This design comes from an exercise in tuning for small area on the open sky130 flow, not from production work. At most, simulation tests tie the RTL to the original design; equivalence was not proved. The clock input has no modelled driver; a real chip could not lean on it and would need a root buffer or a full tree. Power is estimated from default activity; no workload was simulated.

Setup of 01-26:
==> module drvAd56x3_parm, before the edit <==
module drvAd56x3_parm
    (input  logic                 clk,
     input  logic                 reset,
     input  logic         [2 : 0] avsAdr,
     input  logic                 avsWr,
     input  logic        [15 : 0] avsWrData,
     input  logic                 avsRd,
     output logic        [15 : 0] avsRdData,
     output logic                 genSel,
     output logic                 chSwap,
     output logic        [15 : 0] ceDivider,
     output logic        [15 : 0] incrRate0,
     output logic        [15 : 0] incrRate1);
    localparam logic [15 : 0] DEFAULT_CE_DIVIDER = 16'd125;
    localparam logic [15 : 0] DEFAULT_INCR_RATE0 = 16'h0001;
    localparam logic [15 : 0] DEFAULT_INCR_RATE1 = 16'hFFFF;
    logic       init;      
    logic [5:1] wrSel;     
    logic [5:1] keep;      
    logic [15 : 0] nIncrRate0, nIncrRate1;  
    assign init = reset | (avsWr & (avsAdr == 3'd0) & avsWrData[0]);
    always_comb
        for (int a = 1; a <= 5; a++) begin
            wrSel[a] = ~reset & avsWr & (avsAdr == 3'(a));
            keep[a]  = ~init & ~wrSel[a];
        end
    always_ff @(posedge clk) begin
        genSel    <= (wrSel[1] & avsWrData[0]) | (keep[1] & genSel);
        chSwap    <= (wrSel[2] & avsWrData[0]) | (keep[2] & chSwap);
        ceDivider <= ({16{wrSel[3]}} & avsWrData) | ({16{keep[3]}} & ceDivider) |
                     ({16{init}} & DEFAULT_CE_DIVIDER);
        nIncrRate0 <= ({16{wrSel[4]}} & ~avsWrData) | ({16{keep[4]}} & nIncrRate0) |
                      ({16{init}} & ~DEFAULT_INCR_RATE0);
        nIncrRate1 <= ({16{wrSel[5]}} & ~avsWrData) | ({16{keep[5]}} & nIncrRate1) |
                      ({16{init}} & ~DEFAULT_INCR_RATE1);
    end
    assign incrRate0 = ~nIncrRate0;
    assign incrRate1 = ~nIncrRate1;
    always_ff @(posedge clk, posedge reset)
    if (reset)
        avsRdData <= '0;
    else if (avsRd)
        case (avsAdr)
            3'd1: avsRdData <= {15'd0, genSel};
            3'd2: avsRdData <= {15'd0, chSwap};
            3'd3: avsRdData <= ceDivider;
            3'd4: avsRdData <= incrRate0;
            3'd5: avsRdData <= incrRate1;
            default: avsRdData <= '0;
        endcase
endmodule
==> module drvAd56x3_core, before the edit <==
module drvAd56x3_core
   #(parameter DATA_WIDTH = 14)
    (input  logic                    clk,
     input  logic                    reset,
     input  logic                    coreValid0,
     input  logic [DATA_WIDTH-1 : 0] coreData0,
     input  logic                    coreValid1,
     input  logic [DATA_WIDTH-1 : 0] coreData1,
     output logic                    coreRdy,
     output logic                    dacSync,
     output logic                    dacSclk,
     output logic                    dacDin);
    logic [5 : 0] phase;
    logic [4 : 0] bitCnt;
    logic         sclkSync;
    logic         channel;    
    logic         startData;
    logic         waitEnd;    
    logic [DATA_WIDTH-1 : 0] dataReg, dataBReg;
    logic         bitSel;
    assign bitCnt   = phase[5 : 1];
    assign sclkSync = phase[0];
    assign dacSclk  = ~sclkSync;
    assign dacSync  = bitCnt[4] & bitCnt[3];
    assign waitEnd  = (phase == 6'd57);
    assign coreRdy  = (bitCnt == 5'd28) & ~channel & ~startData;
    always_ff @(posedge clk, posedge reset)
    if (reset)
        phase <= 6'd48;
    else if (waitEnd)
        phase <= (channel | startData) ? 6'd0 : 6'd56;
    else
        phase <= phase + 1'd1;
    always_ff @(posedge clk) begin
        channel   <= ~reset & (channel ^ (phase == 6'd47));
        startData <= ~reset & ((coreValid0 & coreRdy) | (startData & ~sclkSync));
        dataBReg  <= ({DATA_WIDTH{~reset & coreValid1}} & coreData1) |
                     ({DATA_WIDTH{~reset & ~coreValid1}} & dataBReg);
    end
    logic loadA, loadB, shift;
    assign loadA = coreValid0 & coreRdy;
    assign loadB = waitEnd & channel;
    assign shift = sclkSync & ((bitCnt[4:3] == 2'b01) | ((bitCnt[4:3] == 2'b10) & (bitCnt[2:0] < 3'd5)));
    always_ff @(posedge clk)
        dataReg <= ({DATA_WIDTH{loadA}} & coreData0) | ({DATA_WIDTH{loadB}} & dataBReg) |
                   ({DATA_WIDTH{shift}} & {dataReg[DATA_WIDTH-2 : 0], 1'b0}) |
                   ({DATA_WIDTH{~loadA & ~loadB & ~shift}} & dataReg);
    always_comb
    begin
        if (bitCnt[4:3] == 2'b00)
            bitSel = channel & bitCnt[1] & bitCnt[0];
        else if (bitCnt[4:3] == 2'b01 || (bitCnt[4:3] == 2'b10 && bitCnt[2:0] < 3'd6))
            bitSel = dataReg[DATA_WIDTH-1];
        else
            bitSel = 1'b0;
    end
    assign dacDin = bitSel;
endmodule
export LEC_CHECK = 0
export CAP_MARGIN = 0
export CORE_MARGIN = 2
export CORE_UTILIZATION = 40
export SLEW_MARGIN = 0
create_clock -name core_clock -period 10.0 [get_ports {clk}]
standard.sh (not shown) runs the stock make flow with config.mk's settings and CLKGATE_MAP_FILE= SYNTH_SCRIPT=/design/flow/synth_recipe.tcl, a recipe that flattens the netlist after the stock synthesis.
==> flow/flow/run.sh <==
#!/bin/bash
# Own layout flow. Synthesis is the standard synthesis with two changes to
# the combinational mapping only: ripple-carry adders (lcu_ripple.v) and an
# area-oriented ABC script. Layout is the standard ORFS flow with buf_1 port
# buffers and CTS without dummy loads. Each tool's output goes to its own log.
set -euo pipefail
W=$PWD
rm -rf "$W/synscripts"
cp -r "$FLOW_HOME/scripts" "$W/synscripts"
cp "$W/flow/abc_area.script" "$W/synscripts/abc_speed.script"
bash standard.sh SCRIPTS_DIR="$W/synscripts" \
  "SYNTH_OPERATIONS_ARGS=-extra-map $W/flow/lcu_ripple.v" \
  synth > "$W/synth.log" 2>&1
bash standard.sh \
  'BUFFER_PORTS_ARGS=-buffer_cell sky130_fd_sc_hd__buf_1' \
  'CTS_ARGS=-sink_clustering_enable -repair_clock_nets -buf_list sky130_fd_sc_hd__clkbuf_8 -dont_use_dummy_load' \
  finish > "$W/layout.log" 2>&1
==> flow/flow/abc_area.script <==
strash
ifraig
dc2
dch -f
amap -m -F 4 -A 8
topo
==> flow/flow/lcu_ripple.v <==
// ripple-carry lookahead unit: the carries of $alu are built as a chain
(* techmap_celltype = "$lcu" *)
module _80_lcu_ripple (P, G, CI, CO);
	parameter WIDTH = 2;
	(* force_downto *)
	input [WIDTH-1:0] P, G;
	input CI;
	(* force_downto *)
	output [WIDTH-1:0] CO;
	genvar i;
	generate
		for (i = 0; i < WIDTH; i = i + 1) begin : chain
			if (i == 0)
				assign CO[i] = G[i] | (P[i] & CI);
			else
				assign CO[i] = G[i] | (P[i] & CO[i-1]);
		end
	endgenerate
endmodule
01-26 | status: complete | timing, DRC, antenna: pass
Setup changes, 01-26 to 02-27
-- flow/design.v --
<<< 01-26, line 18
    logic [5:1] wrSel;     
    logic [5:1] keep;      
    logic [15 : 0] nIncrRate0, nIncrRate1;  
    assign init = reset | (avsWr & (avsAdr == 3'd0) & avsWrData[0]);
    always_comb
>>> 02-27, line 18
    logic [5:1] wrSel;     
    logic [5:1] keep;      
    assign init = reset | (avsWr & (avsAdr == 3'd0) & avsWrData[0]);
    always_comb
<<< 01-26, line 30
        ceDivider <= ({16{wrSel[3]}} & avsWrData) | ({16{keep[3]}} & ceDivider) |
                     ({16{init}} & DEFAULT_CE_DIVIDER);
        nIncrRate0 <= ({16{wrSel[4]}} & ~avsWrData) | ({16{keep[4]}} & nIncrRate0) |
                      ({16{init}} & ~DEFAULT_INCR_RATE0);
        nIncrRate1 <= ({16{wrSel[5]}} & ~avsWrData) | ({16{keep[5]}} & nIncrRate1) |
                      ({16{init}} & ~DEFAULT_INCR_RATE1);
    end
    assign incrRate0 = ~nIncrRate0;
    assign incrRate1 = ~nIncrRate1;
    always_ff @(posedge clk, posedge reset)
    if (reset)
>>> 02-27, line 29
        ceDivider <= ({16{wrSel[3]}} & avsWrData) | ({16{keep[3]}} & ceDivider) |
                     ({16{init}} & DEFAULT_CE_DIVIDER);
        incrRate0 <= ({16{wrSel[4]}} & avsWrData) | ({16{keep[4]}} & incrRate0) |
                     ({16{init}} & DEFAULT_INCR_RATE0);
        incrRate1 <= ({16{wrSel[5]}} & avsWrData) | ({16{keep[5]}} & incrRate1) |
                     ({16{init}} & DEFAULT_INCR_RATE1);
    end
    always_ff @(posedge clk, posedge reset)
    if (reset)
<<< 01-26, line 121
                     ({DATA_WIDTH{~reset & ~coreValid1}} & dataBReg);
    end
    logic loadA, loadB, shift;
    assign loadA = coreValid0 & coreRdy;
    assign loadB = waitEnd & channel;
    assign shift = sclkSync & ((bitCnt[4:3] == 2'b01) | ((bitCnt[4:3] == 2'b10) & (bitCnt[2:0] < 3'd5)));
    always_ff @(posedge clk)
        dataReg <= ({DATA_WIDTH{loadA}} & coreData0) | ({DATA_WIDTH{loadB}} & dataBReg) |
                   ({DATA_WIDTH{shift}} & {dataReg[DATA_WIDTH-2 : 0], 1'b0}) |
                   ({DATA_WIDTH{~loadA & ~loadB & ~shift}} & dataReg);
    always_comb
    begin
        if (bitCnt[4:3] == 2'b00)
            bitSel = channel & bitCnt[1] & bitCnt[0];
        else if (bitCnt[4:3] == 2'b01 || (bitCnt[4:3] == 2'b10 && bitCnt[2:0] < 3'd6))
            bitSel = dataReg[DATA_WIDTH-1];
        else
            bitSel = 1'b0;
>>> 02-27, line 118
                     ({DATA_WIDTH{~reset & ~coreValid1}} & dataBReg);
    end
    logic loadA, loadB;
    assign loadA = coreValid0 & coreRdy;
    assign loadB = waitEnd & channel;
    always_ff @(posedge clk)
        dataReg <= ({DATA_WIDTH{loadA}} & coreData0) | ({DATA_WIDTH{loadB}} & dataBReg) |
                   ({DATA_WIDTH{~loadA & ~loadB}} & dataReg);
    always_comb
    begin
        if (bitCnt[4:3] == 2'b00)
            bitSel = channel & bitCnt[1] & bitCnt[0];
        else if (bitCnt[4:3] == 2'b01)
            bitSel = dataReg[13 - bitCnt[2:0]];
        else if (bitCnt[4:3] == 2'b10 && bitCnt[2:0] < 3'd6)
            bitSel = dataReg[5 - bitCnt[2:0]];
        else
            bitSel = 1'b0;
==> summary.txt <==
Setup slack is lower on 01-26
Count of different cell masters after synthesis (02-27 vs. 01-26) decreases by a few percent
Die area: 02-27 vs 01-26 up 2.1%
02-27 reached the final stage; the timing, design-rule and antenna checks on its layout passed.
Relative to 01-26, cell count of the worst reg-to-reg path has decreased by 4.5% in 02-27.
Measured against each other, 02-27 and 01-26 differ in number of global-route vias before repair, the higher figure coming from 02-27.
The RTL of 02-27 was laid out without a check of its function.


== job 6664 ==
drvAd56x3, a different RTL version from the one above (not shown whole).
Size in the first run: about 150 flip-flops, ~74 I/O pins, about 0.0064 mm2 of cells after synthesis.
==> module drvAd56x3_core, before the edit <==
module drvAd56x3_core
   #(parameter DATA_WIDTH = 14)
    (input  logic                    clk,
     input  logic                    reset,
     input  logic                    coreValid0,
     input  logic [DATA_WIDTH-1 : 0] coreData0,
     input  logic                    coreValid1,
     input  logic [DATA_WIDTH-1 : 0] coreData1,
     output logic                    coreRdy,
     output logic                    dacSync,
     output logic                    dacSclk,
     output logic                    dacDin);
    logic [5 : 0] phase;
    logic [4 : 0] bitCnt;
    logic         sclkSync;
    logic         channel;    
    logic         hsA;        
    logic         waitEnd;    
    logic [DATA_WIDTH-1 : 0] dataReg, dataBReg;
    logic         bitSel;
    assign bitCnt   = phase[5 : 1];
    assign sclkSync = phase[0];
    assign dacSclk  = ~sclkSync;
    assign dacSync  = bitCnt[4] & bitCnt[3];
    assign waitEnd  = (phase == 6'd57);
    assign coreRdy  = (bitCnt == 5'd28) & ~channel;
    assign hsA      = coreValid0 & coreRdy;
    always_ff @(posedge clk, posedge reset)
    if (reset)
        phase <= 6'd48;
    else if (waitEnd)
        phase <= channel ? 6'd0 : (hsA ? 6'd58 : 6'd56);
    else if (phase == 6'd59)
        phase <= 6'd0;
    else if ((phase == 6'd56) & hsA)
        phase <= 6'd59;
    else
        phase <= phase + 1'd1;
    always_ff @(posedge clk) begin
        channel   <= ~reset & (channel ^ (phase == 6'd47));
        dataBReg  <= ({DATA_WIDTH{~reset & coreValid1}} & coreData1) |
                     ({DATA_WIDTH{~reset & ~coreValid1}} & dataBReg);
    end
    logic loadA, loadB, shift;
    assign loadA = hsA;
    assign loadB = waitEnd & channel;
    assign shift = sclkSync & ((bitCnt[4:3] == 2'b01) | ((bitCnt[4:3] == 2'b10) & (bitCnt[2:0] < 3'd5)));
    always_ff @(posedge clk)
        dataReg <= ({DATA_WIDTH{loadA}} & coreData0) | ({DATA_WIDTH{loadB}} & dataBReg) |
                   ({DATA_WIDTH{shift}} & {dataReg[DATA_WIDTH-2 : 0], 1'b0}) |
                   ({DATA_WIDTH{~loadA & ~loadB & ~shift}} & dataReg);
    always_comb
    begin
        if (bitCnt[4:3] == 2'b00)
            bitSel = channel & bitCnt[1] & bitCnt[0];
        else if (bitCnt[4:3] == 2'b01 || (bitCnt[4:3] == 2'b10 && bitCnt[2:0] < 3'd6))
            bitSel = dataReg[DATA_WIDTH-1];
        else
            bitSel = 1'b0;
    end
    assign dacDin = bitSel;
endmodule
==> module drvAd56x3, before the edit <==
module drvAd56x3
   #( parameter SIGN_A = "UNSIGNED",  
                SIGN_B = "UNSIGNED",
                DATA_WIDTH    = 14,   
                SCLK_DIVIDER  = 2,    
                SYNC_DURATION = 5)    
    (input logic                     clk,
     input logic                     reset,
     input  logic            [2 : 0] avsAdr,
     input  logic                    avsWr,
     input  logic           [15 : 0] avsWrData,
     input  logic                    avsRd,
     output logic           [15 : 0] avsRdData,
     input  logic                    asiValid0,
     input  logic [DATA_WIDTH-1 : 0] asiData0,
     output logic                    asiRdy0,
     input  logic                    asiValid1,
     input  logic [DATA_WIDTH-1 : 0] asiData1,
     output logic                    asiRdy1,
     output logic                    dacSync,
     output logic                    dacSclk,
     output logic                    dacDin);
    localparam logic XOR_A = (SIGN_A == "SIGNED") ? 1'b1 : 1'b0;
    localparam logic XOR_B = (SIGN_B == "SIGNED") ? 1'b1 : 1'b0;
    logic          genSel;
    logic          chSwap;
    logic [15 : 0] ceDivider;
    logic [15 : 0] incrRate0;
    logic [15 : 0] incrRate1;
    logic                    genValid;
    logic [DATA_WIDTH-1 : 0] genData0, genData1;
    logic                    chValid0, chValid1;
    logic [DATA_WIDTH-1 : 0] chData0, chData1;
    logic                    coreValid0, coreValid1;
    logic [DATA_WIDTH-1 : 0] coreData0, coreData1;
    logic                    coreRdy;
    drvAd56x3_parm
    drvAd56x3_parmInst
         (.clk      (clk      ),
          .reset    (reset    ),
          .avsAdr   (avsAdr   ),
          .avsWr    (avsWr    ),
          .avsWrData(avsWrData),
          .avsRd    (avsRd    ),
          .avsRdData(avsRdData),
          .genSel   (genSel   ),
          .chSwap   (chSwap   ),
          .ceDivider(ceDivider),
          .incrRate0(incrRate0),
          .incrRate1(incrRate1));
    drvAd56x3_gen
        #(.DATA_WIDTH(DATA_WIDTH))
    drvAd56x3_genInst
         (.clk      (clk      ),
          .reset    (reset    ),
          .ceDivider(ceDivider),
          .incrRate0(incrRate0),
          .incrRate1(incrRate1),
          .genRdy   (genSel & coreRdy),
          .genValid (genValid ),
          .genData0 (genData0 ),
          .genData1 (genData1 ));
    drvAd56x3_core
        #(.DATA_WIDTH(DATA_WIDTH))
    drvAd56x3_coreInst
        (.clk       (clk       ),
         .reset     (reset     ),
         .coreValid0(coreValid0),
         .coreData0 (coreData0 ),
         .coreValid1(coreValid1),
         .coreData1 (coreData1 ),
         .coreRdy   (coreRdy   ),
         .dacSync   (dacSync   ),
         .dacSclk   (dacSclk   ),
         .dacDin    (dacDin    ));
    assign chValid0 = (genSel) ? genValid : asiValid0;
    assign chData0  = (genSel) ? genData0 : asiData0;
    assign chValid1 = (genSel) ? genValid : asiValid1;
    assign chData1  = (genSel) ? genData1 : asiData1;
    assign coreValid0 = (chSwap) ? chValid1 : chValid0;
    assign coreData0  = ((chSwap) ? chData1 : chData0) ^ {XOR_A, {DATA_WIDTH-1{1'b0}}};
    assign coreValid1 = (chSwap) ? chValid0 : chValid1;
    assign coreData1  = ((chSwap) ? chData0 : chData1) ^ {XOR_B, {DATA_WIDTH-1{1'b0}}};
    assign asiRdy0 = ~genSel & coreRdy;
    assign asiRdy1 = ~genSel & coreRdy;
endmodule
clock: 10.0 ns
lec_check: 0
cap_margin: 0
core_margin: 2
core_utilization: 40
slew_margin: 0
==> flow/flow/run.sh <==
#!/bin/bash
# Own layout flow. Synthesis is the standard synthesis with two changes to
# the combinational mapping only: ripple-carry adders (lcu_ripple.v) and an
# area-oriented ABC script. Layout is the standard ORFS flow with buf_1 port
# buffers and, in place of TritonCTS, a two-level clock tree (mycts.tcl): one
# root buffer driving ten leaf buffers, each driving one cluster of flip-flops.
# Each tool's output goes to its own log file.
set -euo pipefail
W=$PWD
rm -rf "$W/synscripts"
cp -r "$FLOW_HOME/scripts" "$W/synscripts"
cp "$W/flow/abc_area.script" "$W/synscripts/abc_speed.script"
python3 - "$W/synscripts/cts.tcl" "$W/flow/mycts.tcl" <<'PY'
import sys
p, tree = sys.argv[1], sys.argv[2]
s = open(p).read()
old = "log_cmd clock_tree_synthesis {*}$cts_args\n"
assert old in s
s = s.replace(old, "source %s\nmy_clock_tree 10 sky130_fd_sc_hd__clkbuf_8 sky130_fd_sc_hd__clkbuf_8\n" % tree)
open(p, "w").write(s)
PY
bash standard.sh SCRIPTS_DIR="$W/synscripts" \
  "SYNTH_OPERATIONS_ARGS=-extra-map $W/flow/lcu_ripple.v" \
  synth > "$W/synth.log" 2>&1
bash standard.sh SCRIPTS_DIR="$W/synscripts" \
  'BUFFER_PORTS_ARGS=-buffer_cell sky130_fd_sc_hd__buf_1' \
  finish > "$W/layout.log" 2>&1
Scripts as last shown in full above: flow/flow/abc_area.script, flow/flow/lcu_ripple.v
Other scripts of this flow, unchanged in this note and not shown: flow/flow/mycts.tcl
### job 6664 -> job 2185
==> flow/design.v, changed modules only <==
module drvAd56x3_core
   #(parameter DATA_WIDTH = 14)
    (input  logic                    clk,
     input  logic                    reset,
     input  logic                    chSwap,    
     input  logic                    chValid0,
     input  logic [DATA_WIDTH-1 : 0] chData0,
     input  logic                    chValid1,
     input  logic [DATA_WIDTH-1 : 0] chData1,
     output logic                    coreRdy,
     output logic                    dacSync,
     output logic                    dacSclk,
     output logic                    dacDin);
    logic [5 : 0] phase;
    logic [4 : 0] bitCnt;
    logic         sclkSync;
    logic         channel;    
    logic         hsA;        
    logic         waitEnd;    
    logic [DATA_WIDTH-1 : 0] dataReg, dataBReg;
    logic         bitSel;
    logic         coreValid0, coreValid1;
    assign coreValid0 = chSwap ? chValid1 : chValid0;
    assign coreValid1 = chSwap ? chValid0 : chValid1;
    assign bitCnt   = phase[5 : 1];
    assign sclkSync = phase[0];
    assign dacSclk  = ~sclkSync;
    assign dacSync  = bitCnt[4] & bitCnt[3];
    assign waitEnd  = (phase == 6'd57);
    assign coreRdy  = (bitCnt == 5'd28) & ~channel;
    assign hsA      = coreValid0 & coreRdy;
    always_ff @(posedge clk, posedge reset)
    if (reset)
        phase <= 6'd48;
    else if (waitEnd)
        phase <= channel ? 6'd0 : (hsA ? 6'd58 : 6'd56);
    else if (phase == 6'd59)
        phase <= 6'd0;
    else if ((phase == 6'd56) & hsA)
        phase <= 6'd59;
    else
        phase <= phase + 1'd1;
    always_ff @(posedge clk) begin
        channel   <= ~reset & (channel ^ (phase == 6'd47));
        dataBReg  <= ({DATA_WIDTH{~reset & coreValid1 & chSwap}} & chData0) |
                     ({DATA_WIDTH{~reset & coreValid1 & ~chSwap}} & chData1) |
                     ({DATA_WIDTH{~reset & ~coreValid1}} & dataBReg);
    end
    logic loadA, loadB, shift;
    assign loadA = hsA;
    assign loadB = waitEnd & channel;
    assign shift = sclkSync & ((bitCnt[4:3] == 2'b01) | ((bitCnt[4:3] == 2'b10) & (bitCnt[2:0] < 3'd5)));
    always_ff @(posedge clk)
        dataReg <= ({DATA_WIDTH{loadA & ~chSwap}} & chData0) |
                   ({DATA_WIDTH{loadA & chSwap}} & chData1) | ({DATA_WIDTH{loadB}} & dataBReg) |
                   ({DATA_WIDTH{shift}} & {dataReg[DATA_WIDTH-2 : 0], 1'b0}) |
                   ({DATA_WIDTH{~loadA & ~loadB & ~shift}} & dataReg);
    always_comb
    begin
        if (bitCnt[4:3] == 2'b00)
            bitSel = channel & bitCnt[1] & bitCnt[0];
        else if (bitCnt[4:3] == 2'b01 || (bitCnt[4:3] == 2'b10 && bitCnt[2:0] < 3'd6))
            bitSel = dataReg[DATA_WIDTH-1];
        else
            bitSel = 1'b0;
    end
    assign dacDin = bitSel;
endmodule
module drvAd56x3
   #( parameter SIGN_A = "UNSIGNED",  
                SIGN_B = "UNSIGNED",
                DATA_WIDTH    = 14,   
                SCLK_DIVIDER  = 2,    
                SYNC_DURATION = 5)    
    (input logic                     clk,
     input logic                     reset,
     input  logic            [2 : 0] avsAdr,
     input  logic                    avsWr,
     input  logic           [15 : 0] avsWrData,
     input  logic                    avsRd,
     output logic           [15 : 0] avsRdData,
     input  logic                    asiValid0,
     input  logic [DATA_WIDTH-1 : 0] asiData0,
     output logic                    asiRdy0,
     input  logic                    asiValid1,
     input  logic [DATA_WIDTH-1 : 0] asiData1,
     output logic                    asiRdy1,
     output logic                    dacSync,
     output logic                    dacSclk,
     output logic                    dacDin);
    localparam logic XOR_A = (SIGN_A == "SIGNED") ? 1'b1 : 1'b0;
    localparam logic XOR_B = (SIGN_B == "SIGNED") ? 1'b1 : 1'b0;
    logic          genSel;
    logic          chSwap;
    logic [15 : 0] ceDivider;
    logic [15 : 0] incrRate0;
    logic [15 : 0] incrRate1;
    logic                    genValid;
    logic [DATA_WIDTH-1 : 0] genData0, genData1;
    logic                    chValid0, chValid1;
    logic [DATA_WIDTH-1 : 0] chData0, chData1;
    logic                    coreRdy;
    drvAd56x3_parm
    drvAd56x3_parmInst
         (.clk      (clk      ),
          .reset    (reset    ),
          .avsAdr   (avsAdr   ),
          .avsWr    (avsWr    ),
          .avsWrData(avsWrData),
          .avsRd    (avsRd    ),
          .avsRdData(avsRdData),
          .genSel   (genSel   ),
          .chSwap   (chSwap   ),
          .ceDivider(ceDivider),
          .incrRate0(incrRate0),
          .incrRate1(incrRate1));
    drvAd56x3_gen
        #(.DATA_WIDTH(DATA_WIDTH))
    drvAd56x3_genInst
         (.clk      (clk      ),
          .reset    (reset    ),
          .ceDivider(ceDivider),
          .incrRate0(incrRate0),
          .incrRate1(incrRate1),
          .genRdy   (genSel & coreRdy),
          .genValid (genValid ),
          .genData0 (genData0 ),
          .genData1 (genData1 ));
    drvAd56x3_core
        #(.DATA_WIDTH(DATA_WIDTH))
    drvAd56x3_coreInst
        (.clk       (clk       ),
         .reset     (reset     ),
         .chSwap    (chSwap    ),
         .chValid0  (chValid0  ),
         .chData0   (chData0   ),
         .chValid1  (chValid1  ),
         .chData1   (chData1   ),
         .coreRdy   (coreRdy   ),
         .dacSync   (dacSync   ),
         .dacSclk   (dacSclk   ),
         .dacDin    (dacDin    ));
    assign chValid0 = (genSel) ? genValid : asiValid0;
    assign chData0  = ((genSel) ? genData0 : asiData0) ^
                      {((chSwap) ? XOR_B : XOR_A), {DATA_WIDTH-1{1'b0}}};
    assign chValid1 = (genSel) ? genValid : asiValid1;
    assign chData1  = ((genSel) ? genData1 : asiData1) ^
                      {((chSwap) ? XOR_A : XOR_B), {DATA_WIDTH-1{1'b0}}};
    assign asiRdy0 = ~genSel & coreRdy;
    assign asiRdy1 = ~genSel & coreRdy;
endmodule
==> comparison <==
- Per the final summary, job 2185 finished and its layout is clean on timing, DRC and antenna.
- Compared with job 6664, job 2185 shows a wire length that is 1.1% higher.
- Share of the core filled with cells in the final layout was lower in job 6664 than in job 2185.
- Delta (job 2185 minus job 6664): average detailed-routed wire length per instance increased about 3%; total power after layout went down by about 11%; number of global-route vias before repair dropped 128; data required time at the worst endpoint barely changed.
The RTL of job 2185 was laid out without a check of its function. In every run of this note, the design's own scripts or RTL, not TritonCTS, make the clock network.

[what the ideal ports hide]
Ports are ideal in the flow. The routed layouts listed here were re-timed in OpenROAD.
Step 1 sets driving cells, clkbuf_16 on the clock port and buf_2 on the other inputs (assumed; they add their load-dependent delay and slew).
Step 2 times the ports against the registers' clock, not the clock port: input delays grow and output delays shrink by t, the midpoint of the rising clock arrivals with the driver on.
Slacks: no drivers / after step 1 / after step 2; pairs: no drivers / after step 1.
| run | shift t [ns] | slack for setup (ns) | cell pins on the clock port's net |
|---|---|---|---|
| 01-26 | 0.483 | 2.193 / 2.193 / 2.193 | 1 |
| 02-27 | 0.477 | 2.826 / 2.826 / 2.826 | 1 |
| job 6664 | 0.447 | 2.617 / 2.617 / 2.617 | 1 |
| job 2185 | 0.462 | 2.504 / 2.504 / 2.504 | 1 |
After both steps every run listed still meets setup and hold.
